Context: an optimization exercise on an open-source flow, tuned for small area and a short achievable clock period. The choices shown serve that exercise and are no tape-out recipe.
Function was not checked in any run shown here: the RTL went through the layout flow alone.
Power figures rest on the tool's default switching activity, not on a simulated workload.

`config.mk`:
```
export PLATFORM = sky130hd
export DESIGN_NAME = fifo
export DESIGN_NICKNAME = fifo
export VERILOG_FILES = /design/flow/design.v
export SDC_FILE = /design/flow/constraint.sdc
export NUM_CORES = 4
export LEC_CHECK = 0
export ABC_AREA = 1
export CAP_MARGIN = 20
export CORE_MARGIN = 2
export CORE_UTILIZATION = 65
export CTS_BUF_LIST = sky130_fd_sc_hd__clkbuf_4 sky130_fd_sc_hd__clkbuf_8
export CTS_CLUSTER_DIAMETER = 60
export CTS_CLUSTER_SIZE = 15
export PLACE_DENSITY = 0.75
export SETUP_SLACK_MARGIN = 0.9
export SLEW_MARGIN = 20
```
`constraint.sdc`:
```
create_clock -name core_clock -period 2.8 [get_ports {clk}]
set_input_delay 0.5600 -clock core_clock [delete_from_list [all_inputs] [get_ports {clk}]]
set_output_delay 0.5600 -clock core_clock [all_outputs]
set_load 0.01 [all_outputs]
```
`design.v`:
```
module fifo
#(
parameter DATA_WIDTH = 8,
parameter ADDR_WIDTH = 6
)(
input                          rst_n,
input                          clk,
input                          push,
input                          pop,
input      [DATA_WIDTH -1 : 0] data_in,
output reg [DATA_WIDTH -1 : 0] data_out,
output reg                     empty,
output                         full,
output     [DATA_WIDTH -1 : 0] fifo_counter
);
reg [ADDR_WIDTH : 0]    cnt;
reg [7:0]               sel_lo;		 
reg [7:0]               sel_hi;		 
reg [DATA_WIDTH -1 : 0] buf_mem[63:0];
assign full         = cnt[ADDR_WIDTH];
assign fifo_counter = {1'b0, cnt};
wire [ADDR_WIDTH : 0] cnt_inc = cnt + 1'b1;
wire [ADDR_WIDTH : 0] cnt_dec = cnt - 1'b1;
wire [7:0] lo_inc = {sel_lo[6:0], sel_lo[7]};
wire [7:0] lo_dec = {sel_lo[0], sel_lo[7:1]};
wire [7:0] hi_inc = sel_lo[7] ? {sel_hi[6:0], sel_hi[7]} : sel_hi;
wire [7:0] hi_dec = sel_lo[0] ? {sel_hi[0], sel_hi[7:1]} : sel_hi;
wire [ADDR_WIDTH : 0] cnt_10 = full  ? cnt : cnt_inc;
wire [ADDR_WIDTH : 0] cnt_01 = empty ? cnt : cnt_dec;
wire [ADDR_WIDTH : 0] cnt_11 = empty ? cnt_inc : (full ? cnt_dec : cnt);
wire [7:0] lo_10 = full  ? sel_lo : lo_inc;
wire [7:0] lo_01 = empty ? sel_lo : lo_dec;
wire [7:0] lo_11 = empty ? lo_inc : (full ? lo_dec : sel_lo);
wire [7:0] hi_10 = full  ? sel_hi : hi_inc;
wire [7:0] hi_01 = empty ? sel_hi : hi_dec;
wire [7:0] hi_11 = empty ? hi_inc : (full ? hi_dec : sel_hi);
wire one = (cnt == 1);
always @(posedge clk or posedge rst_n)
	if (rst_n) begin
		cnt    <= 0;
		empty  <= 1'b1;
		sel_lo <= 8'd1;
		sel_hi <= 8'd1;
	end else begin
		cnt    <= push ? (pop ? cnt_11 : cnt_10) : (pop ? cnt_01 : cnt);
		sel_lo <= push ? (pop ? lo_11 : lo_10) : (pop ? lo_01 : sel_lo);
		sel_hi <= push ? (pop ? hi_11 : hi_10) : (pop ? hi_01 : sel_hi);
		empty  <= ~push & (empty | (pop & one));
	end
wire do_push = push & ~full;
wire do_pop  = pop & ~empty;
reg [DATA_WIDTH -1 : 0] grp[7:0];
reg [DATA_WIDTH -1 : 0] rd;
integer a, b;
always @* begin
	for (a = 0; a < 8; a = a + 1) begin
		grp[a] = 0;
		for (b = 0; b < 8; b = b + 1)
			grp[a] = grp[a] | ({DATA_WIDTH{sel_lo[b]}} & buf_mem[(8*a + b + 63) % 64]);
	end
	rd = 0;
	for (a = 0; a < 8; a = a + 1)
		rd = rd | ({DATA_WIDTH{sel_hi[a]}} & grp[a]);
end
always @(posedge clk or posedge rst_n)
	if (rst_n)
		data_out <= 0;
	else if (do_pop)
		data_out <= rd;
integer i;
always @(posedge clk)
	if (do_push) begin
		buf_mem[0] <= data_in;
		for (i = 1; i < 64; i = i + 1)
			buf_mem[i] <= buf_mem[i-1];
	end
endmodule
```
`flow/run.sh`:
```
#!/bin/bash
# Standard ORFS layout with fast port buffers (buf_4) instead of the
# default choice, and a clock tree without dummy loads.
set -euo pipefail
bash standard.sh "BUFFER_PORTS_ARGS=-buffer_cell sky130_fd_sc_hd__buf_4" \
  "CTS_ARGS=-sink_clustering_enable -repair_clock_nets -sink_clustering_size 15 -sink_clustering_max_diameter 60 -buf_list {sky130_fd_sc_hd__clkbuf_4 sky130_fd_sc_hd__clkbuf_8} -dont_use_dummy_load" \
  finish > standard.log 2>&1
```
`standard.sh`:
```
#!/bin/bash
# synth_recipe.tcl (not shown) runs the flow's synth.tcl, then flattens the netlist and writes it again
# the make line also repeats each setting of config.mk as NAME=value (left out here)
make -C /OpenROAD-flow-scripts/flow DESIGN_CONFIG=/design/flow/config.mk WORK_HOME=/design/flow/orfs CLKGATE_MAP_FILE= SYNTH_SCRIPT=/design/flow/synth_recipe.tcl "${@:-finish}"
```
==> results.cfg, run 1 <==
[status]
outcome = timing/DRC/antenna clean

[timing]
slew_headroom_pct = 43.0
setup_violations = 0
period_needed_ns = 1.85
fin_ws_ns = 0.949
slew_violations = 0
holdWs_ns = 0.0858
hold_viol_final = 0
worst_pin_slew_ns = 0.855
fin_crit_sh_pct = 66.1
final.setup.tns_ns = 0
fin_worst_skew_ns = 0.0566
grt_setup_unrepaired = yes
clock.fmax_ghz = 0.540

[final_layout]
utilization_pct = 71.4
fin_cells = 2370
fin_nets = 1947
multi_input_area_um2 = 4900
diodes = 0
stdcell_area_um2 = 23300
seq_area_um2 = 16200
final_layout_size_suffix_gt1_share_pct = 7.94
synthToLayoutAreaGrowth_pct = 7.91
fill_cells = 2232

[floorplanning]
core_area_um2 = 32600
initial_core_util_pct = 66.2
dieArea_um2 = 34700
rows = 66
io_pins = 30
die_w_um = 186
die_h_um = 186

[routing]
drc = 0
drt-total-wl_um = 45500
drt_iter0_drc = 1496
postRouteAntennaNets = 0
vias = 13500
wl_per_cell_um = 19.2
via_per_inst = 5.69
dr.pass1.iters = 5

[setup_path]
critPathMaxFanout = 4
crit_slowest_cell = dfrtp_2
cp_cell_sequence = buf_4 > buf_4
crit_family = flip-flops
required_ns = 2.24
critPathKind = flop to output port
critPathMaxStageDelay_ns = 0.45
startpoint_type = flop
end_kind = output port
critical_path_arrival_ns = 1.29
cpMostUsedCell = buf_4
crit_buf_inv = 2

[global_route]
grt_antenna_before_repair = 0
grt_max_degree = 95
grtUsageTotal_pct = 27.0
grt-ovfl-total = 0
grt_first_pass_wirelength_um = 70600
grt_pass1_vias = 13100

[power_and_ir_drop]
p_switching_mw = 7.90
power_mw = 21.9
pwr-share-clk_pct = 17.2
leakagePower_nw = 9.09
power_density_nw_per_um2 = 938
switching_share_pct = 36.2
vdd_ir_drop_max_uv = 687
p_int_mw = 14.0
p_comb_share_pct = 30.3
seq_power_share_pct = 52.5

[logic_synthesis]
synth_top_area_cell = edfxtp_1
ys.flop_type = edfxtp_1
synth_fp_nets = 1896
synth_top_area_share_pct = 71.2
ys_seq_area_share_pct = 75.0
ys_top_cells_by_count = nand2_1, edfxtp_1, nor2_1, buf_2, inv_1
avgSynthCellArea_um2 = 11.5
synth_area_leaders = edfxtp_1, nand2_1, dfrtp_1
async_reset_ff_share_pct = 5.88
synth_seq_cells = 544
synth_enable_flop_cells = 512
ys_types = 31
synth_cells = 1879
syn_area_um2 = 21600
yosys_warnings = 3
yosysMostFrequentCell = nand2_1

[placed_design]
place_hpwl_um = 25900
placedCellCount = 2310
placed_cell_area_um2 = 22500
place_ws_ns = 0.658
numPortBuffers = 28
gp_congestion = 0.796

[clock_tree]
htreeDepth = 2
cts_tree = done
numCtsBuffers = 42
cts.clk_slew.worst_paths_ns = 0.10
clk_latency_ns = 0.60
cts-root-buf = clkbuf_8
cts_hold_buf = 0
cts_buffer_depth = 3
clock_sinks = 544

[min_path]
hold_class = input pin to asynchronous set/reset pin

[run]
cap_viol_max_count = 0
-- logic make-up (layout without fill, tap and decap cells) --
family	Yosys count	count (layout)	synth area share (%)
buffers and inverters	119	167	2.52
and+or+nand+nor	1125	1125	19.9
xor gates and xnor gates	5	5	0.203
other	1	1	0.0174
AOI/OAI and AO/OA	80	81	2.15
adders and majority gates	5	5	0.290
DFF	544	544	75.0
-- repair_timing --
| action | 4_1_cts | 5_1_grt |
|---|---|---|
| gates resized for setup | 7 | 10 |
| setup endpoints to repair | 26 | 28 |
| setup buffers | 1 | 16 |
| gates cloned | 1 | 0 |
| pin swaps | 1 | 0 |
-- metal layers --
metal / track usage (%) / vias to the layer above / wire length (µm)
met5: 0 / - / 0
li1: - / 6287 / -
met4: 8.13 / 0 / 1280
met1: 40.5 / 6522 / 19300
met3: 4.13 / 97 / 3770
met2: 41.8 / 568 / 21200
-- layout make-up --
class	instances	share of cell area, %
Sequential cell	544	69.6
Timing Repair Buffer	84	3.84
Multi-Input combinational cell	1217	21.0
Tap cell	442	2.37
Clock buffer	42	2.48
Inverter	41	0.688
-- cell usage in the layout, fill, tap and decap left out, types with 2 or more instances in the layout --
cell type    n
nand2_1    934
edfxtp_1   512
nor2_1     151
buf_4       60
clkbuf_8    42
inv_1       38
o21ai_0     34
nand3_1     28
dfrtp_1     20
buf_12      19
a21oi_1     16
o211ai_1    16
o21ai_1      9
dfrtp_4      7
or2_2        4
ha_1         4
nand4_1      3
xor2_1       3
dfstp_2      3
buf_6        3
nor2_2       2
a21oi_4      2
xnor2_1      2
dfrtp_2      2
buf_8        2
-- flip-flops by register name, summed over array words and instances (netlist names) --
| register | cells |
|---|---|
| data_out | 8 |
| sel_lo | 8 |
| cnt | 7 |
| sel_hi | 8 |
| empty | 1 |
| buf_mem | 512 |
-- worst register-to-register path: cells and delay by family (launching register included) --
family        cells  cell delay (ns)
simple gates      9             0.74
flops             1             0.55
buf+inv           2             0.46
-- power groups by stage --
stage | Clock [mW] | Combinational, mW | Sequential [mW]
after global placement | 0 | 5.83 | 11.8
after floorplan | 0 | 4.52 | 11.2
after global routing | 4.07 | 7.46 | 11.6
final | 3.76 | 6.61 | 11.5
after CTS | 3.78 | 6.05 | 11.7
after detailed placement | 0 | 6.00 | 11.8
-- worst paths after layout --
| kind | cells after the start | startpoint | to | slack [ns] |
|---|---|---|---|---|
| setup / recovery | 2 | cnt[0]$_DFFE_PP0P_ | fifo_counter[0] | 0.95 |
| hold / removal | 3 | rst_n | data_out[3]$_DFFE_PP0P_ | 0.09 |
| setup reg to reg | 11 | sel_lo[0]$_DFFE_PP1P_ | data_out[6]$_DFFE_PP0P_ | 0.97 |
| hold reg to reg | 0 | buf_mem[8][2]$_DFFE_PP_ | buf_mem[9][2]$_DFFE_PP_ | 0.41 |
| max in group asynchronous | 3 | rst_n | sel_lo[4]$_DFFE_PP0P_ | 2.31 |
| min in group core_clock | 1 | data_in[3] | buf_mem[0][3]$_DFFE_PP_ | 0.14 |
==> run 2: changes to the inputs <==
--- a/design.v
+++ b/design.v
@@ -15,7 +15,6 @@
 );
 reg [ADDR_WIDTH : 0]    cnt;
 reg [7:0]               sel_lo;		 
-reg [7:0]               sel_hi;		 
 reg [DATA_WIDTH -1 : 0] buf_mem[63:0];
 assign full         = cnt[ADDR_WIDTH];
 assign fifo_counter = {1'b0, cnt};
@@ -23,32 +22,24 @@
 wire [ADDR_WIDTH : 0] cnt_dec = cnt - 1'b1;
 wire [7:0] lo_inc = {sel_lo[6:0], sel_lo[7]};
 wire [7:0] lo_dec = {sel_lo[0], sel_lo[7:1]};
-wire [7:0] hi_inc = sel_lo[7] ? {sel_hi[6:0], sel_hi[7]} : sel_hi;
-wire [7:0] hi_dec = sel_lo[0] ? {sel_hi[0], sel_hi[7:1]} : sel_hi;
 wire [ADDR_WIDTH : 0] cnt_10 = full  ? cnt : cnt_inc;
 wire [ADDR_WIDTH : 0] cnt_01 = empty ? cnt : cnt_dec;
 wire [ADDR_WIDTH : 0] cnt_11 = empty ? cnt_inc : (full ? cnt_dec : cnt);
 wire [7:0] lo_10 = full  ? sel_lo : lo_inc;
 wire [7:0] lo_01 = empty ? sel_lo : lo_dec;
 wire [7:0] lo_11 = empty ? lo_inc : (full ? lo_dec : sel_lo);
-wire [7:0] hi_10 = full  ? sel_hi : hi_inc;
-wire [7:0] hi_01 = empty ? sel_hi : hi_dec;
-wire [7:0] hi_11 = empty ? hi_inc : (full ? hi_dec : sel_hi);
 wire one = (cnt == 1);
 always @(posedge clk or posedge rst_n)
 	if (rst_n) begin
 		cnt    <= 0;
 		empty  <= 1'b1;
 		sel_lo <= 8'd1;
-		sel_hi <= 8'd1;
 	end else begin
 		cnt    <= push ? (pop ? cnt_11 : cnt_10) : (pop ? cnt_01 : cnt);
 		sel_lo <= push ? (pop ? lo_11 : lo_10) : (pop ? lo_01 : sel_lo);
-		sel_hi <= push ? (pop ? hi_11 : hi_10) : (pop ? hi_01 : sel_hi);
 		empty  <= ~push & (empty | (pop & one));
 	end
-wire do_push = push & ~full;
-wire do_pop  = pop & ~empty;
+wire [7:0] sel_hi = 8'd1 << cnt[5:3];
 reg [DATA_WIDTH -1 : 0] grp[7:0];
 reg [DATA_WIDTH -1 : 0] rd;
 integer a, b;
@@ -65,8 +56,9 @@
 always @(posedge clk or posedge rst_n)
 	if (rst_n)
 		data_out <= 0;
-	else if (do_pop)
+	else if (pop & ~empty)
 		data_out <= rd;
+wire do_push = push & ~full;
 integer i;
 always @(posedge clk)
 	if (do_push) begin
--- a/config.mk
+++ b/config.mk
@@ -5,7 +5,6 @@
 export SDC_FILE = /design/flow/constraint.sdc
 export NUM_CORES = 4
 export LEC_CHECK = 0
-export ABC_AREA = 1
 export CAP_MARGIN = 20
 export CORE_MARGIN = 2
 export CORE_UTILIZATION = 65
==> results.cfg, run 2 <==
[status]
outcome = timing/DRC/antenna clean

[floorplanning]
initial_core_util_pct = 66.3
io_pins = 30
rows = 63
die_w_um = 178
core_area_um2 = 29800
die_h_um = 178
dieArea_um2 = 31800

[placed_design]
place_hpwl_um = 25100
gp_congestion = 0.832
place_ws_ns = 0.473
numPortBuffers = 28

[logic_synthesis]
synth_enable_flop_cells = 512
synth_cells = 1075
yosysMostFrequentCell = edfxtp_1
synth_area_leaders = edfxtp_1, a22oi_1, dfrtp_1
avgSynthCellArea_um2 = 18.4
synth_seq_cells = 536
async_reset_ff_share_pct = 4.48
syn_area_um2 = 19800
synth_top_area_cell = edfxtp_1
synth_fp_nets = 1092
ys_top_cells_by_count = edfxtp_1, a22oi_1, buf_2, nand4_1, a41oi_1
ys.flop_type = edfxtp_1
ys_types = 55
ys_seq_area_share_pct = 80.8
synth_top_area_share_pct = 77.8
yosys_warnings = 3

[routing]
drt_iter0_drc = 1946
drc = 0
wl_per_cell_um = 29.9
dr.pass1.iters = 7
via_per_inst = 7.27
vias = 11500
drt-total-wl_um = 47300
postRouteAntennaNets = 0

[run]
cap_viol_max_count = 0

[power_and_ir_drop]
power_density_nw_per_um2 = 867
vdd_ir_drop_max_uv = 750
p_comb_share_pct = 14.0
leakagePower_nw = 7.20
seq_power_share_pct = 67.2
switching_share_pct = 28.0
p_int_mw = 14.0
pwr-share-clk_pct = 18.8
power_mw = 19.5
p_switching_mw = 5.45

[timing]
worst_pin_slew_ns = 0.845
hold_viol_final = 0
fin_ws_ns = 0.850
clock.fmax_ghz = 0.513
fin_worst_skew_ns = 0.0420
slew_headroom_pct = 43.6
slew_violations = 0
fin_crit_sh_pct = 69.6
final.setup.tns_ns = 0
setup_violations = 0
grt_setup_unrepaired = yes
period_needed_ns = 1.95

[final_layout]
most-common-layout-cells = edfxtp_1, a22oi_1, buf_4
layout_commonest_cell = edfxtp_1
synthToLayoutAreaGrowth_pct = 13.5
largest_reg_flops = 512
final_layout_size_suffix_gt1_share_pct = 23.2
largestRegisters = buf_mem: 512 flops, data_out: 8 flops, sel_lo: 8 flops
fin_nets = 1210
largest-register = buf_mem

[setup_path]
end_kind = output port
cp_cell_sequence = buf_6 > buf_6 > buf_6
critPathMaxStageDelay_ns = 0.45
required_ns = 2.24
critPathKind = flop to output port
crit_slowest_cell = dfrtp_2
critPathMaxFanout = 4
cpMostUsedCell = buf_6
startpoint_type = flop
critical_path_arrival_ns = 1.39

[clock_tree]
cts-root-buf = clkbuf_8
cts_tree = done
clk_latency_ns = 0.60
numCtsBuffers = 41
htreeDepth = 2
cts_buffer_depth = 3
clock_sinks = 536
cts.clk_slew.worst_paths_ns = 0.09
cts_hold_buf = 0

[global_route]
grt-ovfl-total = 0
grt_pass1_vias = 10900
grt_antenna_before_repair = 1
grtUsageTotal_pct = 28.7
grt_first_pass_wirelength_um = 66800
grt_max_degree = 117

[min_path]
hold_class = input pin to flop
run 2: cell types whose count changed in the layout (fill, tap and decap cells not counted), moves of 30 or more:
| cell | delta |
|---|---|
| nand2_1 | -920 |
| a22oi_1 | +197 |
| nor2_1 | -138 |
| a22oi_2 | +41 |
| buf_4 | +38 |
| inv_1 | -31 |
| nand4_1 | +30 |
run 2: power by group through the flow:
stage,registers [mW],logic [mW],clock network (mW)
after floorplan,12.9,1.22,0
after global routing,13.3,2.84,3.91
after global placement,13.1,2.04,0
final,13.1,2.72,3.66
after CTS,13.0,2.34,3.65
after detailed placement,13.2,2.10,0
run 2: worst paths after layout:
| path | from | to | slack (ns) | cells after the start |
|---|---|---|---|---|
| setup / recovery | cnt[0]$_DFFE_PP0P_ | fifo_counter[0] | 0.85 | 3 |
| hold / removal | data_in[2] | buf_mem[0][2]$_DFFE_PP_ | 0.14 | 1 |
| setup reg to reg | sel_lo[1]$_DFFE_PP0P_ | data_out[7]$_DFFE_PP0P_ | 0.85 | 6 |
| hold reg to reg | buf_mem[11][3]$_DFFE_PP_ | buf_mem[12][3]$_DFFE_PP_ | 0.45 | 0 |
| max in group asynchronous | rst_n | data_out[1]$_DFFE_PP0P_ | 1.93 | 3 |
| min in group asynchronous | rst_n | cnt[0]$_DFFE_PP0P_ | 0.15 | 2 |
run 2: area by class of cell:
cell class	instances	area, µm²
antenna	1	2.50
tap	390	488
timing repair buffer	146	1560
sequential	536	16000
fill	1659	7350
multi-input combinational	460	3780
inverter	8	33.8
clock buffer	41	564
run 2: worst max-delay path: cells and delay by family, from the launching register on:
kind                   cells  cell delay (ns)
flip-flops                 1             0.45
buffers and inverters      3             0.35
run 2: kinds of logic (layout without fill, tap and decap cells):
group / Yosys count / count (layout) / share of synthesized area (%)
compound gates: 355 / 355 / 13.5
flops: 536 / 536 / 80.8
simple gates: 85 / 85 / 2.49
buf+inv: 79 / 195 / 2.11
fa+ha+maj: 5 / 5 / 0.316
mux: 10 / 10 / 0.506
other cells: 1 / 2 / 0.0190
xor+xnor: 4 / 4 / 0.177
run 2: layer usage:
layer	global-route usage, %	vias up	wire length (µm)
met5	0	-	0
met4	10.7	0	1610
met3	7.18	126	5890
met2	41.1	883	21500
met1	43.7	5750	18200
li1	-	4746	-
run 2: what timing repair did:
action                     in CTS  in global routing
pin swaps                      18                 42
buffers inserted               43                 14
gates resized for setup        48                 75
cloned                          1                  6
setup endpoints to repair     118                243
run 2: stage by stage:
stage               instances  hold slack (ns)  util, %  area (µm²)
floorplan                1075            0.427        -       19800
global placement         1476            0.429     69.3       20700
detailed placement       1476            0.434     69.3       20700
CTS                      1561            0.117     73.2       21800
global route             1581            0.123     75.3       22400
finish                   1582            0.143     75.3       22400
==> run 3: changes to the inputs <==
==> design.v (replaced) <==
module fifo
#(
parameter DATA_WIDTH = 8,
parameter ADDR_WIDTH = 6
)(
input                          rst_n,
input                          clk,
input                          push,
input                          pop,
input      [DATA_WIDTH -1 : 0] data_in,
output reg [DATA_WIDTH -1 : 0] data_out,
output reg                     empty,
output                         full,
output     [DATA_WIDTH -1 : 0] fifo_counter
);
reg [ADDR_WIDTH : 0]    cnt;
reg [15:0]              sel_lo;		 
reg [3:0]               sel_hi;		 
reg [DATA_WIDTH -1 : 0] buf_mem[63:0];
assign full         = cnt[ADDR_WIDTH];
assign fifo_counter = {1'b0, cnt};
wire [ADDR_WIDTH : 0] cnt_inc = cnt + 1'b1;
wire [ADDR_WIDTH : 0] cnt_dec = cnt - 1'b1;
wire [15:0] lo_inc = {sel_lo[14:0], sel_lo[15]};
wire [15:0] lo_dec = {sel_lo[0], sel_lo[15:1]};
wire [3:0]  hi_inc = sel_lo[15] ? {sel_hi[2:0], sel_hi[3]} : sel_hi;
wire [3:0]  hi_dec = sel_lo[0]  ? {sel_hi[0], sel_hi[3:1]} : sel_hi;
wire [ADDR_WIDTH : 0] cnt_10 = full  ? cnt : cnt_inc;
wire [ADDR_WIDTH : 0] cnt_01 = empty ? cnt : cnt_dec;
wire [ADDR_WIDTH : 0] cnt_11 = empty ? cnt_inc : (full ? cnt_dec : cnt);
wire [15:0] lo_10 = full  ? sel_lo : lo_inc;
wire [15:0] lo_01 = empty ? sel_lo : lo_dec;
wire [15:0] lo_11 = empty ? lo_inc : (full ? lo_dec : sel_lo);
wire [3:0]  hi_10 = full  ? sel_hi : hi_inc;
wire [3:0]  hi_01 = empty ? sel_hi : hi_dec;
wire [3:0]  hi_11 = empty ? hi_inc : (full ? hi_dec : sel_hi);
wire one = (cnt == 1);
always @(posedge clk or posedge rst_n)
	if (rst_n) begin
		cnt    <= 0;
		empty  <= 1'b1;
		sel_lo <= 16'd1;
		sel_hi <= 4'd1;
	end else begin
		cnt    <= push ? (pop ? cnt_11 : cnt_10) : (pop ? cnt_01 : cnt);
		sel_lo <= push ? (pop ? lo_11 : lo_10) : (pop ? lo_01 : sel_lo);
		sel_hi <= push ? (pop ? hi_11 : hi_10) : (pop ? hi_01 : sel_hi);
		empty  <= ~push & (empty | (pop & one));
	end
wire do_push = push & ~full;
wire do_pop  = pop & ~empty;
reg [DATA_WIDTH -1 : 0] grp[3:0];
reg [DATA_WIDTH -1 : 0] rd;
integer a, b;
always @* begin
	for (a = 0; a < 4; a = a + 1) begin
		grp[a] = 0;
		for (b = 0; b < 16; b = b + 1)
			grp[a] = grp[a] | ({DATA_WIDTH{sel_lo[b]}} & buf_mem[(16*a + b + 63) % 64]);
	end
	rd = 0;
	for (a = 0; a < 4; a = a + 1)
		rd = rd | ({DATA_WIDTH{sel_hi[a]}} & grp[a]);
end
always @(posedge clk or posedge rst_n)
	if (rst_n)
		data_out <= 0;
	else if (do_pop)
		data_out <= rd;
integer i;
always @(posedge clk)
	if (do_push) begin
		buf_mem[0] <= data_in;
		for (i = 1; i < 64; i = i + 1)
			buf_mem[i] <= buf_mem[i-1];
	end
endmodule
==> results.cfg, run 3 <==
[placed_design]
numPortBuffers = 28
place_hpwl_um = 22600
gp_congestion = 0.802
place_ws_ns = 0.652
placedCellCount = 1428
placed_cell_area_um2 = 20700

[timing]
period_needed_ns = 1.95
final.setup.tns_ns = 0
holdWs_ns = 0.153
slew_headroom_pct = 30.6
slew_violations = 0
fin_worst_skew_ns = 0.0393
worst_pin_slew_ns = 1.04
grt_setup_unrepaired = yes
fin_ws_ns = 0.845
setup_violations = 0
clock.fmax_ghz = 0.512
hold_viol_final = 0
fin_crit_sh_pct = 69.8

[global_route]
use_met2_pct = 43.8
grtUsageTotal_pct = 30.1
met3_usage_pct = 8.55
grt_antenna_before_repair = 1
grt_busiest_layer = met1
grtUsageMet1_pct = 44.0
grt_pass1_vias = 11200
grt-ovfl-total = 0
grt_first_pass_wirelength_um = 71400
grt_max_degree = 192

[logic_synthesis]
syn_area_um2 = 20100
yosys_warnings = 3
yosysMostFrequentCell = edfxtp_1
synth_seq_cells = 548
yosys.area_share.xor_xnor_pct = 0.217
synth_fp_nets = 1085
muxShareOfSynthArea_pct = 1.07
synth-adder-area-share_pct = 0.311
avgSynthCellArea_um2 = 18.9
synth_top_area_share_pct = 76.4
synth_area_leaders = edfxtp_1, a221oi_1, a22o_1
ys.flop_type = edfxtp_1
ys_seq_area_share_pct = 80.9
synth_cells = 1068
synth_top_family_by_area = compound AO/OA/AOI/OAI gates
async_reset_ff_share_pct = 6.57
ys_top_cells_by_count = edfxtp_1, a221oi_1, a22o_1, clkbuf_1, buf_2
ys_types = 45
synth_compound_area_share_pct = 13.2
synth_top_area_cell = edfxtp_1
synth_enable_flop_cells = 512
synthSimpleGateAreaFrac_pct = 2.22

[final_layout]
largest_reg_flops = 512
layout_commonest_cell = edfxtp_1
fin_nets = 1156
fin_cells = 1534
largestRegisters = buf_mem: 512 flops, sel_lo: 16 flops, data_out: 8 flops
largest-register = buf_mem
utilization_pct = 73.3
multi_input_area_um2 = 3590
stdcell_area_um2 = 22400
final_layout_size_suffix_gt1_share_pct = 18.1
seq_area_um2 = 16300
fill_cells = 1705
synthToLayoutAreaGrowth_pct = 11.0
most-common-layout-cells = edfxtp_1, a22o_1, a221oi_1

[setup_path]
critical_path_arrival_ns = 2.41
end_kind = flop
critPathKind = flop to flop
crit_slowest_cell = dfrtp_4
cp_cell_sequence = buf_12 > a22o_1 > a221oi_1 > nand4_1 > a22oi_2 > a31oi_1
required_ns = 3.26
startpoint_type = flop
critPathMaxStageDelay_ns = 0.55
critPathMaxFanout = 5

[clock_tree]
cts.clk_slew.worst_paths_ns = 0.10
clk_latency_ns = 0.59
cts_buffer_depth = 3
numCtsBuffers = 42
cts-root-buf = clkbuf_8
cts_tree = done
clock_sinks = 548
htreeDepth = 2

[routing]
wl_per_cell_um = 33.0
via_per_inst = 7.55
dr.pass1.iters = 5
drt-total-wl_um = 50600
drc = 0
postRouteAntennaNets = 0
vias = 11600
drt_iter0_drc = 1634

[power_and_ir_drop]
power_mw = 24.1
leakagePower_nw = 7.51
power_density_nw_per_um2 = 1080
vdd_ir_drop_max_uv = 594

[floorplanning]
die_h_um = 180
initial_core_util_pct = 66.0
dieArea_um2 = 32400
rows = 64
core_area_um2 = 30500
die_w_um = 180
io_pins = 30

[run]
cap_viol_max_count = 0

[status]
outcome = timing/DRC/antenna clean

[min_path]
hold_class = input pin to flop
[run 3: power by group]
| part | switching [mW] | leakage [nW] | internal [mW] | total [mW] |
|---|---|---|---|---|
| Combinational | 4.03 | 1.86 | 3.18 | 7.21 |
| Clock | 2.38 | 0.302 | 1.35 | 3.73 |
| Sequential | 1.74 | 5.35 | 11.4 | 13.1 |
[run 3: final timing paths]
| path | startpoint | end | slack, ns | cells after the start |
|---|---|---|---|---|
| max in group asynchronous | rst_n | empty$_DFF_PP1_ | 1.60 | 4 |
| min in group asynchronous | rst_n | data_out[2]$_DFFE_PP0P_ | 0.55 | 3 |
| worst min register to register | buf_mem[43][1]$_DFFE_PP_ | buf_mem[44][1]$_DFFE_PP_ | 0.44 | 0 |
| worst max-delay path | sel_lo[1]$_DFFE_PP0P_ | data_out[2]$_DFFE_PP0P_ | 0.85 | 6 |
| worst max register to register | sel_lo[1]$_DFFE_PP0P_ | data_out[2]$_DFFE_PP0P_ | 0.85 | 6 |
| worst min-delay path | data_in[7] | buf_mem[0][7]$_DFFE_PP_ | 0.15 | 1 |
[run 3: layout make-up]
cell class / instances / area share [%]
flip-flops and latches: 548 / 73.1
repair buffers: 108 / 5.95
clock buffers: 42 / 2.59
diodes: 1 / 0.0112
inverters: 4 / 0.0672
multi-input cells: 435 / 16.1
well taps: 396 / 2.22
[run 3: worst max-delay path, delay by kind of cell, from the launching register on]
kind | cells | cell delay, ns
buffers and inverters | 1 | 0.17
AOI/OAI and AO/OA | 4 | 0.92
and+or+nand+nor | 1 | 0.19
DFF | 1 | 0.55
[run 3: cell families (layout without fill, tap and decap cells)]
logic type                 Yosys count  after routing
AOI/OAI and AO/OA                  319            319
xor gates and xnor gates             5              5
adders and majority gates            5              5
buffers and inverters               85            154
DFF                                548            548
muxes                               21             21
other                                1              2
and+or+nand+nor                     84             84
[run 3: layer usage]
| layer | share of wire, % | up-vias | wire length, µm |
|---|---|---|---|
| li1 | - | 4635 | - |
| met3 | 15 | 185 | 7560 |
| met2 | 44 | 988 | 22300 |
| met1 | 36 | 5778 | 18400 |
| met4 | 4.6 | 0 | 2340 |
| met5 | 0 | - | 0 |
[run 3: what timing repair did]
| action | in CTS | in global routing |
|---|---|---|
| hold endpoints to repair | 3 | 0 |
| hold buffers | 1 | 0 |
| pin swaps | 0 | 6 |
| buffers inserted | 35 | 27 |
| endpoints found under the setup margin | 12 | 189 |
| gates resized for setup | 16 | 30 |
==> run 4: changes to the inputs <==
==> design.v (replaced) <==
module fifo
#(
parameter DATA_WIDTH = 8,
parameter ADDR_WIDTH = 6
)(
input                          rst_n,
input                          clk,
input                          push,
input                          pop,
input      [DATA_WIDTH -1 : 0] data_in,
output reg [DATA_WIDTH -1 : 0] data_out,
output reg                     empty,
output                         full,
output     [DATA_WIDTH -1 : 0] fifo_counter
);
reg [ADDR_WIDTH : 0]    cnt;
reg [7:0]               sel_lo;		 
reg [7:0]               sel_hi;		 
reg [7:0]               sel_lo_n;	 
reg                     not_full;	 
reg [DATA_WIDTH -1 : 0] buf_mem[63:0];
assign full         = cnt[ADDR_WIDTH];
assign fifo_counter = {1'b0, cnt};
wire [ADDR_WIDTH : 0] cnt_inc = cnt + 1'b1;
wire [ADDR_WIDTH : 0] cnt_dec = cnt - 1'b1;
wire [7:0] lo_inc = {sel_lo[6:0], sel_lo[7]};
wire [7:0] lo_dec = {sel_lo[0], sel_lo[7:1]};
wire [7:0] ln_inc = {sel_lo_n[6:0], sel_lo_n[7]};
wire [7:0] ln_dec = {sel_lo_n[0], sel_lo_n[7:1]};
wire [7:0] hi_inc = sel_lo[7] ? {sel_hi[6:0], sel_hi[7]} : sel_hi;
wire [7:0] hi_dec = sel_lo[0] ? {sel_hi[0], sel_hi[7:1]} : sel_hi;
wire [ADDR_WIDTH : 0] cnt_10 = full  ? cnt : cnt_inc;
wire [ADDR_WIDTH : 0] cnt_01 = empty ? cnt : cnt_dec;
wire [ADDR_WIDTH : 0] cnt_11 = empty ? cnt_inc : (full ? cnt_dec : cnt);
wire [7:0] lo_10 = full  ? sel_lo : lo_inc;
wire [7:0] lo_01 = empty ? sel_lo : lo_dec;
wire [7:0] lo_11 = empty ? lo_inc : (full ? lo_dec : sel_lo);
wire [7:0] ln_10 = full  ? sel_lo_n : ln_inc;
wire [7:0] ln_01 = empty ? sel_lo_n : ln_dec;
wire [7:0] ln_11 = empty ? ln_inc : (full ? ln_dec : sel_lo_n);
wire [7:0] hi_10 = full  ? sel_hi : hi_inc;
wire [7:0] hi_01 = empty ? sel_hi : hi_dec;
wire [7:0] hi_11 = empty ? hi_inc : (full ? hi_dec : sel_hi);
wire one = (cnt == 1);
wire s63 = (cnt == 63);
always @(posedge clk or posedge rst_n)
	if (rst_n) begin
		cnt    <= 0;
		empty  <= 1'b1;
		sel_lo <= 8'd1;
		sel_hi <= 8'd1;
		sel_lo_n <= 8'hfe;
		not_full <= 1'b1;
	end else begin
		cnt    <= push ? (pop ? cnt_11 : cnt_10) : (pop ? cnt_01 : cnt);
		sel_lo <= push ? (pop ? lo_11 : lo_10) : (pop ? lo_01 : sel_lo);
		sel_hi <= push ? (pop ? hi_11 : hi_10) : (pop ? hi_01 : sel_hi);
		sel_lo_n <= push ? (pop ? ln_11 : ln_10) : (pop ? ln_01 : sel_lo_n);
		empty  <= ~push & (empty | (pop & one));
		not_full <= ~((full & ~pop) | (s63 & push & ~pop));
	end
wire do_push = push & not_full;
wire do_pop  = pop & ~empty;
reg [DATA_WIDTH -1 : 0] grp[7:0];
reg [DATA_WIDTH -1 : 0] rd;
integer a, b;
always @* begin
	for (a = 0; a < 8; a = a + 1) begin
		grp[a] = 0;
		for (b = 0; b < 8; b = b + 1)
			grp[a] = grp[a] | ({{(DATA_WIDTH/2){~sel_lo_n[b]}}, {(DATA_WIDTH/2){sel_lo[b]}}} & buf_mem[(8*a + b + 63) % 64]);
	end
	rd = 0;
	for (a = 0; a < 8; a = a + 1)
		rd = rd | ({DATA_WIDTH{sel_hi[a]}} & grp[a]);
end
always @(posedge clk or posedge rst_n)
	if (rst_n)
		data_out <= 0;
	else if (do_pop)
		data_out <= rd;
integer i;
always @(posedge clk)
	if (do_push) begin
		buf_mem[0] <= data_in;
		for (i = 1; i < 64; i = i + 1)
			buf_mem[i] <= buf_mem[i-1];
	end
endmodule
--- a/config.mk
+++ b/config.mk
@@ -12,5 +12,5 @@
 export CTS_CLUSTER_DIAMETER = 60
 export CTS_CLUSTER_SIZE = 15
 export PLACE_DENSITY = 0.75
-export SETUP_SLACK_MARGIN = 0.9
+export SETUP_SLACK_MARGIN = 1.0
 export SLEW_MARGIN = 20
==> results.cfg, run 4 <==
[timing]
fin_crit_sh_pct = 69.2
fin_worst_skew_ns = 0.0585
period_needed_ns = 1.94
setup_violations = 0
slew_headroom_pct = 30.7
clock.fmax_ghz = 0.516
slew_violations = 0
grt_setup_unrepaired = yes
hold_viol_final = 0
worst_pin_slew_ns = 1.04

[final_layout]
most-common-layout-cells = edfxtp_1, inv_1, a22oi_1, o22ai_1, buf_4
final_layout_size_suffix_gt1_share_pct = 17.5
fin_cells = 1911
utilization_pct = 73.0
stdcell_area_um2 = 23700
fin_nets = 1488
multi_input_area_um2 = 3850
diodes = 0
synthToLayoutAreaGrowth_pct = 10.4
seq_area_um2 = 16500
fill_cells = 2004
largest_reg_flops = 512
largest-register = buf_mem
layout_commonest_cell = edfxtp_1

[routing]
wl_per_cell_um = 23.5
drt-total-wl_um = 45000
postRouteAntennaNets = 0
drt_iter0_drc = 1494
dr.pass1.iters = 5
drc = 0
via_per_inst = 6.42
vias = 12300

[power_and_ir_drop]
power_density_nw_per_um2 = 827
vdd_ir_drop_max_uv = 569
leakagePower_nw = 8.89

[setup_path]
critPathKind = flop to flop
startpoint_type = flop
rrSetupSlack_ns = 0.86
critPathMaxFanout = 11
required_ns = 3.23
end_kind = flop
critical_path_arrival_ns = 2.37

[clock_tree]
cts.clk_slew.worst_paths_ns = 0.10
numCtsBuffers = 43
cts-root-buf = clkbuf_8
clk_latency_ns = 0.59
cts_hold_buf = 0
cts_tree = done
htreeDepth = 2
clock_sinks = 553
cts_buffer_depth = 3

[logic_synthesis]
synth_area_leaders = edfxtp_1, a22oi_1, inv_1
yosysMostFrequentCell = edfxtp_1
synth_cells = 1398
syn_area_um2 = 21500
synth_seq_cells = 553
ys_types = 48
ys_top_cells_by_count = edfxtp_1, inv_1, a22oi_1, o22ai_1, nand4_1
async_reset_ff_share_pct = 7.41
ys_seq_area_share_pct = 76.3
ys.flop_type = edfxtp_1
synth_enable_flop_cells = 512
avgSynthCellArea_um2 = 15.4
synth_fp_nets = 1415
synth_top_area_share_pct = 71.5
yosys_warnings = 3
synth_top_area_cell = edfxtp_1

[global_route]
grt_max_degree = 90
grt_busiest_layer = met1
grt_first_pass_wirelength_um = 68500
use_met2_pct = 38.8
grtUsageMet1_pct = 41.6
met3_usage_pct = 3.89
grt-ovfl-total = 0
grt_antenna_before_repair = 0
grt_pass1_vias = 12000
grtUsageTotal_pct = 26.3

[placed_design]
placed_cell_area_um2 = 22200
placedCellCount = 1818
numPortBuffers = 28
place_hpwl_um = 24200
gp_congestion = 0.829

[run]
cap_viol_max_count = 0

[floorplanning]
die_w_um = 186
io_pins = 30
core_area_um2 = 32500
dieArea_um2 = 34600
rows = 66
die_h_um = 186
initial_core_util_pct = 66.1

[min_path]
hold_class = input pin to asynchronous set/reset pin

[status]
outcome = timing/DRC/antenna clean
[run 4: repair_timing]
item	in CTS	in global routing
resized for setup	48	35
setup buffers	28	16
pin swaps	17	13
endpoints found under the setup margin	33	16
gates cloned	3	3
[run 4: logic make-up after synthesis]
group	count (synthesis)	share of synthesized area [%]
other	1	0.0174
AND/OR/NAND/NOR	94	2.45
adder cells (fa/ha/maj)	5	0.291
XOR/XNOR	4	0.163
buffers and inverters	348	7.24
multiplexers	25	1.21
flip-flops	553	76.3
AO/OA/AOI/OAI	368	12.3
[run 4: through the flow]
stage | TNS, ns | hold slack [ns] | power [mW] | setup WS, ns
global placement | 0 | 0.429 | 15.2 | 0.581
CTS | 0 | 0.0199 | 19.3 | 0.917
detailed placement | 0 | 0.432 | 15.4 | 0.521
floorplan | -948.61 | 0.426 | 14.1 | -1.85
global route | 0 | 0.0371 | 20.4 | 0.814
finish | 0 | 0.0278 | 19.6 | 0.862
[run 4: final timing paths]
kind | end | depth (start not counted) | start
max | data_out[7]$_DFFE_PP0P_ | 5 | sel_lo_n[6]$_DFFE_PP1P_
min reg2reg | buf_mem[32][1]$_DFFE_PP_ | 0 | buf_mem[31][1]$_DFFE_PP_
max reg2reg | data_out[7]$_DFFE_PP0P_ | 5 | sel_lo_n[6]$_DFFE_PP1P_
max in group asynchronous | sel_lo_n[1]$_DFFE_PP1P_ | 3 | rst_n
min | data_out[2]$_DFFE_PP0P_ | 2 | rst_n
min in group core_clock | buf_mem[0][3]$_DFFE_PP_ | 1 | data_in[3]
[run 4: per-layer routing]
metal | wire length, µm | up-vias
met5 | 0 | -
met4 | 1210 | 0
met3 | 4780 | 102
met2 | 20300 | 704
met1 | 18700 | 6059
li1 | - | 5404
[run 4: layout make-up]
type                    instances  area share [%]
repair buffers                115            5.52
multi-input cells             498            16.2
flip-flops and latches        553            69.3
clock buffers                  43            2.49
well taps                     442            2.33
inverters                     260            4.11
[run 4: report_power, final]
group | internal (mW) | switching, mW | total (mW)
Clock | 1.38 | 2.39 | 3.77
Combinational | 1.76 | 2.57 | 4.33
Sequential | 10.6 | 0.926 | 11.5
Total | 13.7 | 5.89 | 19.6
[run 4: worst max-delay path: stages, from the launching register on]
cell,delay (ns)
dfstp_4,0.68
buf_4,0.22
o22ai_1,0.10
o41ai_2,0.35
nand4_1,0.17
o31a_1,0.30
==> run 5: changes to the inputs <==
--- a/config.mk
+++ b/config.mk
@@ -12,5 +12,5 @@
 export CTS_CLUSTER_DIAMETER = 60
 export CTS_CLUSTER_SIZE = 15
 export PLACE_DENSITY = 0.75
-export SETUP_SLACK_MARGIN = 1.0
+export SETUP_SLACK_MARGIN = 0.9
 export SLEW_MARGIN = 20
==> results.cfg, run 5 <==
[final_layout]
multi_input_area_um2 = 3790
fin_nets = 1465
diodes = 0
largest-register = buf_mem
fill_cells = 2063
final_layout_size_suffix_gt1_share_pct = 15.1
synthToLayoutAreaGrowth_pct = 8.88
fin_cells = 1888
layout_commonest_cell = edfxtp_1
seq_area_um2 = 16500
largest_reg_flops = 512
most-common-layout-cells = edfxtp_1, inv_1, a22oi_1

[clock_tree]
clk_latency_ns = 0.59
cts_hold_buf = 0
cts.clk_slew.worst_paths_ns = 0.10
clock_sinks = 553
htreeDepth = 2
numCtsBuffers = 43
cts-root-buf = clkbuf_8
cts_tree = done
cts_buffer_depth = 3

[logic_synthesis]
synth_top_area_cell = edfxtp_1
synthSimpleGateAreaFrac_pct = 2.45
muxShareOfSynthArea_pct = 1.21
synth_area_leaders = edfxtp_1, a22oi_1, inv_1
ys_seq_area_share_pct = 76.3
synth_fp_nets = 1415
synth_cells = 1398
ys.flop_type = edfxtp_1
synth_enable_flop_cells = 512
yosys_warnings = 3
syn_area_um2 = 21500
async_reset_ff_share_pct = 7.41
yosys.area_share.xor_xnor_pct = 0.163
synth_compound_area_share_pct = 12.3
avgSynthCellArea_um2 = 15.4
yosysMostFrequentCell = edfxtp_1
synth-adder-area-share_pct = 0.291
synth_top_area_share_pct = 71.5
synth_seq_cells = 553
ys_top_cells_by_count = edfxtp_1, inv_1, a22oi_1, o22ai_1, nand4_1
synth_top_family_by_area = compound AO/OA/AOI/OAI gates
ys_types = 48

[setup_path]
ff2ff_path_depth = 5
crit_buf_inv = 1
startpoint_type = flop
critPathMaxFanout = 6
rrSetupSlack_ns = 0.85
r2r-end = data_out[7]$_DFFE_PP0P_
critPathKind = flop to flop
cp_cell_sequence = buf_12 > o22ai_1 > o41ai_2 > nand4_1 > o31a_1
critPathMaxStageDelay_ns = 0.73
required_ns = 3.23
end_kind = flop
critical_path_arrival_ns = 2.38
crit_slowest_cell = dfstp_4
r2r_start = sel_lo_n[2]$_DFFE_PP1P_
crit_family = compound AO/OA/AOI/OAI gates

[routing]
via_per_inst = 6.42
postRouteAntennaNets = 0
drt-total-wl_um = 43900
vias = 12100
drt_iter0_drc = 1425
dr.pass1.iters = 5
drc = 0
wl_per_cell_um = 23.3

[timing]
setup_violations = 0
fin_crit_sh_pct = 69.5
fin_worst_skew_ns = 0.0593
fin_ws_ns = 0.854
slew_headroom_pct = 30.1
clock.fmax_ghz = 0.514
worst_pin_slew_ns = 1.05
hold_viol_final = 0
period_needed_ns = 1.95
slew_violations = 0
grt_setup_unrepaired = yes

[power_and_ir_drop]
leakagePower_nw = 8.74
seq_power_share_pct = 60.4
p_switching_mw = 5.77
vdd_ir_drop_max_uv = 571
p_int_mw = 13.5
p_comb_share_pct = 20.1
pwr-share-clk_pct = 19.5
power_density_nw_per_um2 = 824
switching_share_pct = 29.9

[floorplanning]
die_w_um = 186
initial_core_util_pct = 66.1
dieArea_um2 = 34600
core_area_um2 = 32500
rows = 66
io_pins = 30
die_h_um = 186

[global_route]
grt-ovfl-total = 0
grt_antenna_before_repair = 0
grt_first_pass_wirelength_um = 67100
grt_max_degree = 90
grt_pass1_vias = 11800
grtUsageTotal_pct = 25.6

[placed_design]
numPortBuffers = 28
gp_congestion = 0.829
place_ws_ns = 0.521
place_hpwl_um = 24200
placedCellCount = 1818

[run]
cap_viol_max_count = 0

[status]
outcome = timing/DRC/antenna clean

[min_path]
hold_class = input pin to asynchronous set/reset pin
-- run 5: power by group through the flow --
stage | Clock [mW] | Combinational (mW) | Sequential [mW]
6_report | 3.76 | 3.89 | 11.7
5_1_grt | 4.08 | 4.23 | 11.8
4_1_cts | 3.81 | 3.54 | 11.7
3_5_place_dp | 0 | 3.49 | 11.9
3_3_place_gp | 0 | 3.39 | 11.8
2_1_floorplan | 0 | 2.76 | 11.3
-- run 5: kinds of logic (layout without fill, tap and decap cells) --
logic type	after synthesis	after routing
multiplexers	25	25
buffers and inverters	348	395
adder cells (fa/ha/maj)	5	5
flip-flops	553	553
AO/OA/AOI/OAI	368	368
other	1	1
XOR/XNOR	4	4
AND/OR/NAND/NOR	94	95
-- run 5: worst max-delay path by stage --
stage | start | end | slack, ns | depth (start not counted)
2_1_floorplan | push | buf_mem[0][0]$_DFFE_PP_ | -1.85 | 2
3_3_place_gp | pop | cnt[2]$_DFFE_PP0P_ | 0.58 | 6
3_5_place_dp | pop | cnt[2]$_DFFE_PP0P_ | 0.52 | 6
4_1_cts | empty$_DFF_PP1_ | empty | 0.87 | 1
5_1_grt | sel_lo_n[2]$_DFFE_PP1P_ | data_out[7]$_DFFE_PP0P_ | 0.82 | 5
6_report | sel_lo_n[2]$_DFFE_PP1P_ | data_out[7]$_DFFE_PP0P_ | 0.85 | 5
-- run 5: routing by layer --
metal	wire length [µm]	vias up	global-route usage, %	part of all wire, %
li1	-	5350	-	-
met1	19000	6084	40.5	43
met2	19700	589	37.6	45
met3	4070	92	4.17	9.3
met4	1190	0	7.06	2.7
met5	0	-	0	0
-- run 5: through the flow --
stage          power [mW]  TNS [ns]  hold WS [ns]  util (%)  cell area [µm²]
3_5_place_dp         15.4         0         0.432      68.2            22200
6_report             19.3         0        0.0265      72.0            23400
5_1_grt              20.1         0        0.0415      72.0            23400
3_3_place_gp         15.2         0         0.429      68.2            22200
2_1_floorplan        14.1   -948.61         0.426         -            21500
4_1_cts              19.1         0        0.0200      71.0            23100
-- run 5: worst register-to-register path: stages (launching register included) --
cell and delay [ns]:
dfstp_4 0.73, buf_12 0.16, o22ai_1 0.11, o41ai_2 0.37, nand4_1 0.17, o31a_1 0.30
-- run 5: final cells by class --
class,instances,area share [%]
clock buffer,43,2.53
inverter,260,4.17
multi-input combinational,498,16.2
sequential,553,70.2
tap,442,2.36
timing repair buffer,92,4.51
-- run 5: what timing repair did --
item                                    CTS  global route
pin swaps                                 2            10
setup buffers                            12            10
cloned                                    2             3
resized for setup                        27            26
endpoints found under the setup margin   22            19
==> run 6: changes to the inputs <==
--- a/design.v
+++ b/design.v
@@ -16,7 +16,6 @@
 reg [ADDR_WIDTH : 0]    cnt;
 reg [7:0]               sel_lo;		 
 reg [7:0]               sel_hi;		 
-reg [7:0]               sel_lo_n;	 
 reg                     not_full;	 
 reg [DATA_WIDTH -1 : 0] buf_mem[63:0];
 assign full         = cnt[ADDR_WIDTH];
@@ -25,8 +24,6 @@
 wire [ADDR_WIDTH : 0] cnt_dec = cnt - 1'b1;
 wire [7:0] lo_inc = {sel_lo[6:0], sel_lo[7]};
 wire [7:0] lo_dec = {sel_lo[0], sel_lo[7:1]};
-wire [7:0] ln_inc = {sel_lo_n[6:0], sel_lo_n[7]};
-wire [7:0] ln_dec = {sel_lo_n[0], sel_lo_n[7:1]};
 wire [7:0] hi_inc = sel_lo[7] ? {sel_hi[6:0], sel_hi[7]} : sel_hi;
 wire [7:0] hi_dec = sel_lo[0] ? {sel_hi[0], sel_hi[7:1]} : sel_hi;
 wire [ADDR_WIDTH : 0] cnt_10 = full  ? cnt : cnt_inc;
@@ -35,9 +32,6 @@
 wire [7:0] lo_10 = full  ? sel_lo : lo_inc;
 wire [7:0] lo_01 = empty ? sel_lo : lo_dec;
 wire [7:0] lo_11 = empty ? lo_inc : (full ? lo_dec : sel_lo);
-wire [7:0] ln_10 = full  ? sel_lo_n : ln_inc;
-wire [7:0] ln_01 = empty ? sel_lo_n : ln_dec;
-wire [7:0] ln_11 = empty ? ln_inc : (full ? ln_dec : sel_lo_n);
 wire [7:0] hi_10 = full  ? sel_hi : hi_inc;
 wire [7:0] hi_01 = empty ? sel_hi : hi_dec;
 wire [7:0] hi_11 = empty ? hi_inc : (full ? hi_dec : sel_hi);
@@ -49,13 +43,11 @@
 		empty  <= 1'b1;
 		sel_lo <= 8'd1;
 		sel_hi <= 8'd1;
-		sel_lo_n <= 8'hfe;
 		not_full <= 1'b1;
 	end else begin
 		cnt    <= push ? (pop ? cnt_11 : cnt_10) : (pop ? cnt_01 : cnt);
 		sel_lo <= push ? (pop ? lo_11 : lo_10) : (pop ? lo_01 : sel_lo);
 		sel_hi <= push ? (pop ? hi_11 : hi_10) : (pop ? hi_01 : sel_hi);
-		sel_lo_n <= push ? (pop ? ln_11 : ln_10) : (pop ? ln_01 : sel_lo_n);
 		empty  <= ~push & (empty | (pop & one));
 		not_full <= ~((full & ~pop) | (s63 & push & ~pop));
 	end
@@ -68,7 +60,7 @@
 	for (a = 0; a < 8; a = a + 1) begin
 		grp[a] = 0;
 		for (b = 0; b < 8; b = b + 1)
-			grp[a] = grp[a] | ({{(DATA_WIDTH/2){~sel_lo_n[b]}}, {(DATA_WIDTH/2){sel_lo[b]}}} & buf_mem[(8*a + b + 63) % 64]);
+			grp[a] = grp[a] | ({DATA_WIDTH{sel_lo[b]}} & buf_mem[(8*a + b + 63) % 64]);
 	end
 	rd = 0;
 	for (a = 0; a < 8; a = a + 1)
==> flow/run.sh (replaced) <==
#!/bin/bash
# Standard ORFS layout with fast port buffers (buf_4) instead of the
# default choice, and a clock tree without dummy loads.
set -euo pipefail
bash standard.sh "BUFFER_PORTS_ARGS=-buffer_cell sky130_fd_sc_hd__buf_4" \
  "CTS_ARGS=-sink_clustering_enable -repair_clock_nets -sink_clustering_size 20 -sink_clustering_max_diameter 50 -buf_list {sky130_fd_sc_hd__clkbuf_4 sky130_fd_sc_hd__clkbuf_8} -dont_use_dummy_load" \
  finish > standard.log 2>&1
==> results.cfg, run 6 <==
[status]
outcome = timing/DRC/antenna clean

[timing]
period_needed_ns = 1.89
fin_crit_sh_pct = 67.6
grt_setup_unrepaired = yes
holdWs_ns = 0.0268
slew_violations = 0
hold_viol_final = 0
slew_headroom_pct = 21.4
setup_violations = 0
worst_pin_slew_ns = 1.18
fin_worst_skew_ns = 0.0814
fin_ws_ns = 0.908
clock.fmax_ghz = 0.529

[logic_synthesis]
synth_top_area_share_pct = 76.7
ys_types = 48
yosysMostFrequentCell = edfxtp_1
ys.flop_type = edfxtp_1
synth_cells = 1103
ys_top_cells_by_count = edfxtp_1, a22oi_1, buf_2, a41oi_1, nand4_1
synth_area_leaders = edfxtp_1, a22oi_1, dfrtp_1
synth_enable_flop_cells = 512
syn_area_um2 = 20000
synth_seq_cells = 545
async_reset_ff_share_pct = 6.06
synth_fp_nets = 1120
ys_seq_area_share_pct = 80.8
synth_top_area_cell = edfxtp_1
avgSynthCellArea_um2 = 18.2
yosys_warnings = 3

[setup_path]
critPathKind = flop to flop
rrSetupSlack_ns = 0.91
startpoint_type = flop
end_kind = flop
critical_path_arrival_ns = 2.33
critPathMaxFanout = 19
ff2ff_path_depth = 5
required_ns = 3.23

[final_layout]
diodes = 0
most-common-layout-cells = edfxtp_1, a22oi_1, buf_4
stdcell_area_um2 = 22200
multi_input_area_um2 = 3770
layout_commonest_cell = edfxtp_1
largest-register = buf_mem
fill_cells = 1796
fin_nets = 1191
seq_area_um2 = 16200
largest_reg_flops = 512
fin_cells = 1568
final_layout_size_suffix_gt1_share_pct = 18.0
synthToLayoutAreaGrowth_pct = 10.6

[global_route]
grt-ovfl-total = 0
grt_max_degree = 77
grt_first_pass_wirelength_um = 66400
grt_antenna_before_repair = 0
grtUsageTotal_pct = 27.1
grt_pass1_vias = 10900

[power_and_ir_drop]
leakagePower_nw = 6.89
power_mw = 21.6
vdd_ir_drop_max_uv = 633
power_density_nw_per_um2 = 974

[routing]
drt-total-wl_um = 43700
via_per_inst = 7.08
vias = 11100
dr.pass1.iters = 5
drc = 0
postRouteAntennaNets = 0
wl_per_cell_um = 27.9
drt_iter0_drc = 1709

[placed_design]
place_hpwl_um = 24700
placed_cell_area_um2 = 20900
place_ws_ns = 0.600
gp_congestion = 0.803
placedCellCount = 1497
numPortBuffers = 28

[floorplanning]
core_area_um2 = 30500
die_h_um = 180
io_pins = 30
die_w_um = 180
dieArea_um2 = 32300
initial_core_util_pct = 65.7
rows = 64

[clock_tree]
cts_buffer_depth = 3
clock_sinks = 545
clk_latency_ns = 0.60
cts-root-buf = clkbuf_8
cts_tree = done
numCtsBuffers = 40
htreeDepth = 2
cts.clk_slew.worst_paths_ns = 0.12

[run]
cap_viol_max_count = 0

[min_path]
hold_class = input pin to asynchronous set/reset pin
## run 6: layout make-up
cell class                 count  share of cell area [%]
sequential                   545                    73.2
inverter                      11                   0.209
clock buffer                  40                    2.48
tap                          396                    2.23
multi-input combinational    473                    17.0
timing repair buffer         103                    4.85
## run 6: per-stage QoR
step	utilization [%]	TNS, ns
global placement	68.5	0
detailed placement	68.5	0
finish	72.7	0
CTS	71.3	0
global route	72.7	0
floorplan	-	-1017.48
## run 6: per-layer routing
metal	vias up	part of all wire [%]	global-route usage [%]
met1	5646	42	41.8
li1	4750	-	-
met2	610	46	39.9
met5	-	0	0
met4	0	2.7	7.93
met3	88	9.8	5.55
## run 6: worst max-delay path, cell delays in order (launching register included)
cell	delay [ns]
dfrtp_4	0.60
buf_8	0.20
a22oi_1	0.22
nand4_1	0.18
a2111oi_4	0.39
a41oi_2	0.16
## run 6: report_power, final
| part | internal (mW) | total (mW) | switching, mW |
|---|---|---|---|
| combinational | 2.49 | 6.32 | 3.83 |
| clock | 1.29 | 3.61 | 2.32 |
| sequential | 10.7 | 11.7 | 1.02 |
| total | 14.4 | 21.6 | 7.18 |
## run 6: logic make-up (layout without fill, tap and decap cells)
family                     Yosys count  count (layout)  share of synthesized area [%]
AOI/OAI and AO/OA                  369             369                           13.9
xor gates and xnor gates             5               5                          0.218
adders and majority gates            5               5                          0.312
buffers and inverters               85             154                           1.94
DFF                                545             545                           80.8
muxes                               10              10                          0.506
other                                1               1                         0.0187
and+or+nand+nor                     83              83                           2.23
## run 6: path summary, 6_finish.rpt
path / from / endpoint
max in group asynchronous: rst_n / sel_lo[6]$_DFFE_PP0P_
min in group core_clock: data_in[0] / buf_mem[0][0]$_DFFE_PP_
worst max register to register: sel_lo[3]$_DFFE_PP0P_ / data_out[7]$_DFFE_PP0P_
worst min register to register: buf_mem[57][4]$_DFFE_PP_ / buf_mem[58][4]$_DFFE_PP_
worst min-delay path: rst_n / data_out[1]$_DFFE_PP0P_
worst max-delay path: sel_lo[3]$_DFFE_PP0P_ / data_out[7]$_DFFE_PP0P_
## run 6: what timing repair did
item / 4_1_cts / 5_1_grt
pin swaps: 2 / 15
setup endpoints to repair: 11 / 19
hold buffers: 0 / 0
gates resized for setup: 25 / 53
buffers inserted: 19 / 12
==> run 7: changes to the inputs <==
--- a/design.v
+++ b/design.v
@@ -16,6 +16,7 @@
 reg [ADDR_WIDTH : 0]    cnt;
 reg [7:0]               sel_lo;		 
 reg [7:0]               sel_hi;		 
+reg [7:0]               sel_lo2;	 
 reg                     not_full;	 
 reg [DATA_WIDTH -1 : 0] buf_mem[63:0];
 assign full         = cnt[ADDR_WIDTH];
@@ -24,6 +25,8 @@
 wire [ADDR_WIDTH : 0] cnt_dec = cnt - 1'b1;
 wire [7:0] lo_inc = {sel_lo[6:0], sel_lo[7]};
 wire [7:0] lo_dec = {sel_lo[0], sel_lo[7:1]};
+wire [7:0] l2_inc = {sel_lo2[6:0], sel_lo2[7]};
+wire [7:0] l2_dec = {sel_lo2[0], sel_lo2[7:1]};
 wire [7:0] hi_inc = sel_lo[7] ? {sel_hi[6:0], sel_hi[7]} : sel_hi;
 wire [7:0] hi_dec = sel_lo[0] ? {sel_hi[0], sel_hi[7:1]} : sel_hi;
 wire [ADDR_WIDTH : 0] cnt_10 = full  ? cnt : cnt_inc;
@@ -32,6 +35,9 @@
 wire [7:0] lo_10 = full  ? sel_lo : lo_inc;
 wire [7:0] lo_01 = empty ? sel_lo : lo_dec;
 wire [7:0] lo_11 = empty ? lo_inc : (full ? lo_dec : sel_lo);
+wire [7:0] l2_10 = full  ? sel_lo2 : l2_inc;
+wire [7:0] l2_01 = empty ? sel_lo2 : l2_dec;
+wire [7:0] l2_11 = empty ? l2_inc : (full ? l2_dec : sel_lo2);
 wire [7:0] hi_10 = full  ? sel_hi : hi_inc;
 wire [7:0] hi_01 = empty ? sel_hi : hi_dec;
 wire [7:0] hi_11 = empty ? hi_inc : (full ? hi_dec : sel_hi);
@@ -43,11 +49,13 @@
 		empty  <= 1'b1;
 		sel_lo <= 8'd1;
 		sel_hi <= 8'd1;
+		sel_lo2 <= 8'd1;
 		not_full <= 1'b1;
 	end else begin
 		cnt    <= push ? (pop ? cnt_11 : cnt_10) : (pop ? cnt_01 : cnt);
 		sel_lo <= push ? (pop ? lo_11 : lo_10) : (pop ? lo_01 : sel_lo);
 		sel_hi <= push ? (pop ? hi_11 : hi_10) : (pop ? hi_01 : sel_hi);
+		sel_lo2 <= push ? (pop ? l2_11 : l2_10) : (pop ? l2_01 : sel_lo2);
 		empty  <= ~push & (empty | (pop & one));
 		not_full <= ~((full & ~pop) | (s63 & push & ~pop));
 	end
@@ -60,7 +68,7 @@
 	for (a = 0; a < 8; a = a + 1) begin
 		grp[a] = 0;
 		for (b = 0; b < 8; b = b + 1)
-			grp[a] = grp[a] | ({DATA_WIDTH{sel_lo[b]}} & buf_mem[(8*a + b + 63) % 64]);
+			grp[a] = grp[a] | ({{(DATA_WIDTH/2){sel_lo2[b]}}, {(DATA_WIDTH/2){sel_lo[b]}}} & buf_mem[(8*a + b + 63) % 64]);
 	end
 	rd = 0;
 	for (a = 0; a < 8; a = a + 1)
==> results.cfg, run 7 <==
[logic_synthesis]
ys.flop_type = edfxtp_1
synth_fp_nets = 1162
synth_seq_cells = 553
yosys_warnings = 3
syn_area_um2 = 20400
avgSynthCellArea_um2 = 17.8
synth_top_area_share_pct = 75.2
yosysMostFrequentCell = edfxtp_1
ys_top_cells_by_count = edfxtp_1, a22oi_1, buf_2, a41oi_1, dfrtp_1
ys_seq_area_share_pct = 80.3
ys_types = 49
synth_top_area_cell = edfxtp_1
synth_enable_flop_cells = 512
async_reset_ff_share_pct = 7.41
synth_area_leaders = edfxtp_1, a22oi_1, dfrtp_1
synth_cells = 1145

[final_layout]
fin_nets = 1240
largest_reg_flops = 512
multi_input_area_um2 = 3850
synthToLayoutAreaGrowth_pct = 10.8
utilization_pct = 73.6
largest-register = buf_mem
final_layout_size_suffix_gt1_share_pct = 18.4
layout_commonest_cell = edfxtp_1
most-common-layout-cells = edfxtp_1, a22oi_1, buf_4
diodes = 0
seq_area_um2 = 16500
fill_cells = 1817

[clock_tree]
cts_tree = done
cts_buffer_depth = 3
htreeDepth = 2
numCtsBuffers = 41
clk_latency_ns = 0.58
cts-root-buf = clkbuf_8
clock_sinks = 553
cts.clk_slew.worst_paths_ns = 0.11

[setup_path]
critPathKind = flop to flop
critPathMaxFanout = 8
crit_slowest_cell = dfrtp_4
critical_path_arrival_ns = 2.32
cp_cell_sequence = buf_4 > a22oi_1 > nand4_1 > a2111oi_4 > a41oi_1
critPathMaxStageDelay_ns = 0.52
required_ns = 3.23
end_kind = flop
startpoint_type = flop

[routing]
via_per_inst = 7.11
drt_iter0_drc = 1756
wl_per_cell_um = 26.8
vias = 11500
drt-total-wl_um = 43400
postRouteAntennaNets = 0
dr.pass1.iters = 5
drc = 0

[timing]
holdWs_ns = 0.148
slew_violations = 0
worst_pin_slew_ns = 0.879
fin_worst_skew_ns = 0.0498
fin_crit_sh_pct = 67.5
period_needed_ns = 1.89
grt_setup_unrepaired = yes
clock.fmax_ghz = 0.529
hold_viol_final = 0
slew_headroom_pct = 41.3
setup_violations = 0
final.setup.tns_ns = 0

[power_and_ir_drop]
vdd_ir_drop_max_uv = 559
power_mw = 20.8
leakagePower_nw = 6.96
power_density_nw_per_um2 = 920

[floorplanning]
initial_core_util_pct = 66.5
die_w_um = 181
core_area_um2 = 30700
rows = 64
die_h_um = 181
io_pins = 30
dieArea_um2 = 32900

[placed_design]
numPortBuffers = 28
place_hpwl_um = 24200
gp_congestion = 0.802

[global_route]
grt_antenna_before_repair = 0
grtUsageTotal_pct = 26.0
grt_first_pass_wirelength_um = 65400
grt_max_degree = 108
grt-ovfl-total = 0
grt_pass1_vias = 11200

[run]
cap_viol_max_count = 0

[min_path]
hold_class = input pin to flop

[status]
outcome = timing/DRC/antenna clean
==> run 7: through the flow <==
step | setup slack [ns] | area, µm² | instances
global route | 0.856 | 22600 | 1617
finish | 0.911 | 22600 | 1617
global placement | 0.190 | 21300 | 1534
detailed placement | 0.147 | 21300 | 1534
CTS | 0.901 | 22200 | 1595
floorplan | -1.86 | 20400 | 1145
==> run 7: power by group <==
| part | leakage [nW] | switching (mW) | internal [mW] |
|---|---|---|---|
| Combinational | 1.56 | 3.03 | 2.42 |
| Clock | 0.295 | 2.31 | 1.32 |
| Sequential | 5.11 | 0.953 | 10.8 |
| Total | 6.96 | 6.29 | 14.5 |
==> run 7: path summary, 6_finish.rpt <==
path / cells after the start / slack, ns / startpoint / endpoint
max: 5 / 0.91 / sel_lo[1]$_DFFE_PP0P_ / data_out[0]$_DFFE_PP0P_
min: 1 / 0.15 / data_in[4] / buf_mem[0][4]$_DFFE_PP_
max reg2reg: 5 / 0.91 / sel_lo[1]$_DFFE_PP0P_ / data_out[0]$_DFFE_PP0P_
min reg2reg: 0 / 0.41 / buf_mem[14][1]$_DFFE_PP_ / buf_mem[15][1]$_DFFE_PP_
max in group asynchronous: 3 / 1.88 / rst_n / sel_lo2[5]$_DFFE_PP0P_
min in group asynchronous: 2 / 0.16 / rst_n / cnt[2]$_DFFE_PP0P_
==> run 7: what timing repair did <==
item                                    in CTS  in global routing
pin swaps                                    4                 12
cloned                                       0                  1
hold buffers                                 0                  0
resized for setup                           46                 34
buffers inserted                            20                 21
endpoints found under the setup margin      25                 22
==> run 7: final cells by class <==
type                       instances  share of cell area, %
multi-input combinational        498                   17.0
inverter                          12                  0.254
timing repair buffer             117                   5.34
tap                              396                   2.19
clock buffer                      41                   2.49
sequential                       553                   72.7
==> run 7: logic make-up (layout without fill, tap and decap cells) <==
group / Yosys count / count (layout) / share of synthesized area (%)
AO/OA/AOI/OAI: 379 / 379 / 13.9
other: 1 / 1 / 0.0184
AND/OR/NAND/NOR: 91 / 91 / 2.35
flip-flops: 553 / 553 / 80.3
buffers and inverters: 94 / 170 / 2.13
adder cells (fa/ha/maj): 5 / 5 / 0.306
XOR/XNOR: 5 / 5 / 0.214
multiplexers: 17 / 17 / 0.839
==> run 7: per-layer routing <==
| layer | track usage, % | share of wire, % | vias up |
|---|---|---|---|
| li1 | - | - | 4906 |
| met1 | 40.5 | 41 | 5755 |
| met4 | 6.54 | 1.8 | 0 |
| met2 | 38.2 | 46 | 761 |
| met3 | 5.44 | 11 | 76 |
| met5 | 0 | 0 | - |
==> run 7: critical path: cells and delay by family (launching register included) <==
family / cells / cell delay [ns]
AOI/OAI and AO/OA: 3 / 0.82
buffers and inverters: 1 / 0.20
DFF: 1 / 0.52
and+or+nand+nor: 1 / 0.21

static timing again, ports no longer ideal:
The flow's constraints put no driver on any port. The routed layouts listed below were extracted and timed again, unchanged, in two steps. Step 1 (the two cells are an assumption about what drives the block):
set clk [get_ports {clk}]
set_driving_cell -lib_cell sky130_fd_sc_hd__clkbuf_16 $clk
set_driving_cell -lib_cell sky130_fd_sc_hd__buf_2 [delete_from_list [all_inputs] $clk]
Step 2 adds t to the input delays and takes it off the output delays; t is the mean of the earliest and latest rising clock arrival at the registers after step 1. Input paths then give back, and output paths get back, about the clock's delay inside the block. Slacks: ideal ports / drivers / drivers and shift; pairs: ideal ports / drivers.
run	t, ns	setup slack, ns	worst hold slack (ns)	latest minus earliest clock arrival (ns)	worst data-port slew with drivers (ns)	cell pins on the clock port's net
run 1	0.621	0.949 / 0.898 / 0.691	0.086 / 0.060 / 0.411	0.057 / 0.057	0.04	1
run 2	0.626	0.850 / 0.800 / 0.815	0.143 / 0.119 / 0.449	0.047 / 0.046	0.03	1
run 3	0.619	0.845 / 0.845 / 0.653	0.153 / 0.129 / 0.439	0.042 / 0.043	0.04	1
run 4	0.612	0.862 / 0.862 / 0.821	0.028 / 0.000 / 0.396	0.062 / 0.062	0.04	1
run 5	0.612	0.854 / 0.854 / 0.836	0.026 / -0.001 / 0.401	0.062 / 0.062	0.05	1
run 6	0.611	0.908 / 0.908 / 0.713	0.027 / -0.002 / 0.408	0.082 / 0.083	0.06	1
run 7	0.607	0.911 / 0.875 / 0.711	0.148 / 0.133 / 0.406	0.050 / 0.050	0.04	1
After both steps every run listed still meets setup and hold. The setup slack of run 1, which loses most, moves by -0.051 ns with the drivers and by -0.258 ns with both steps.
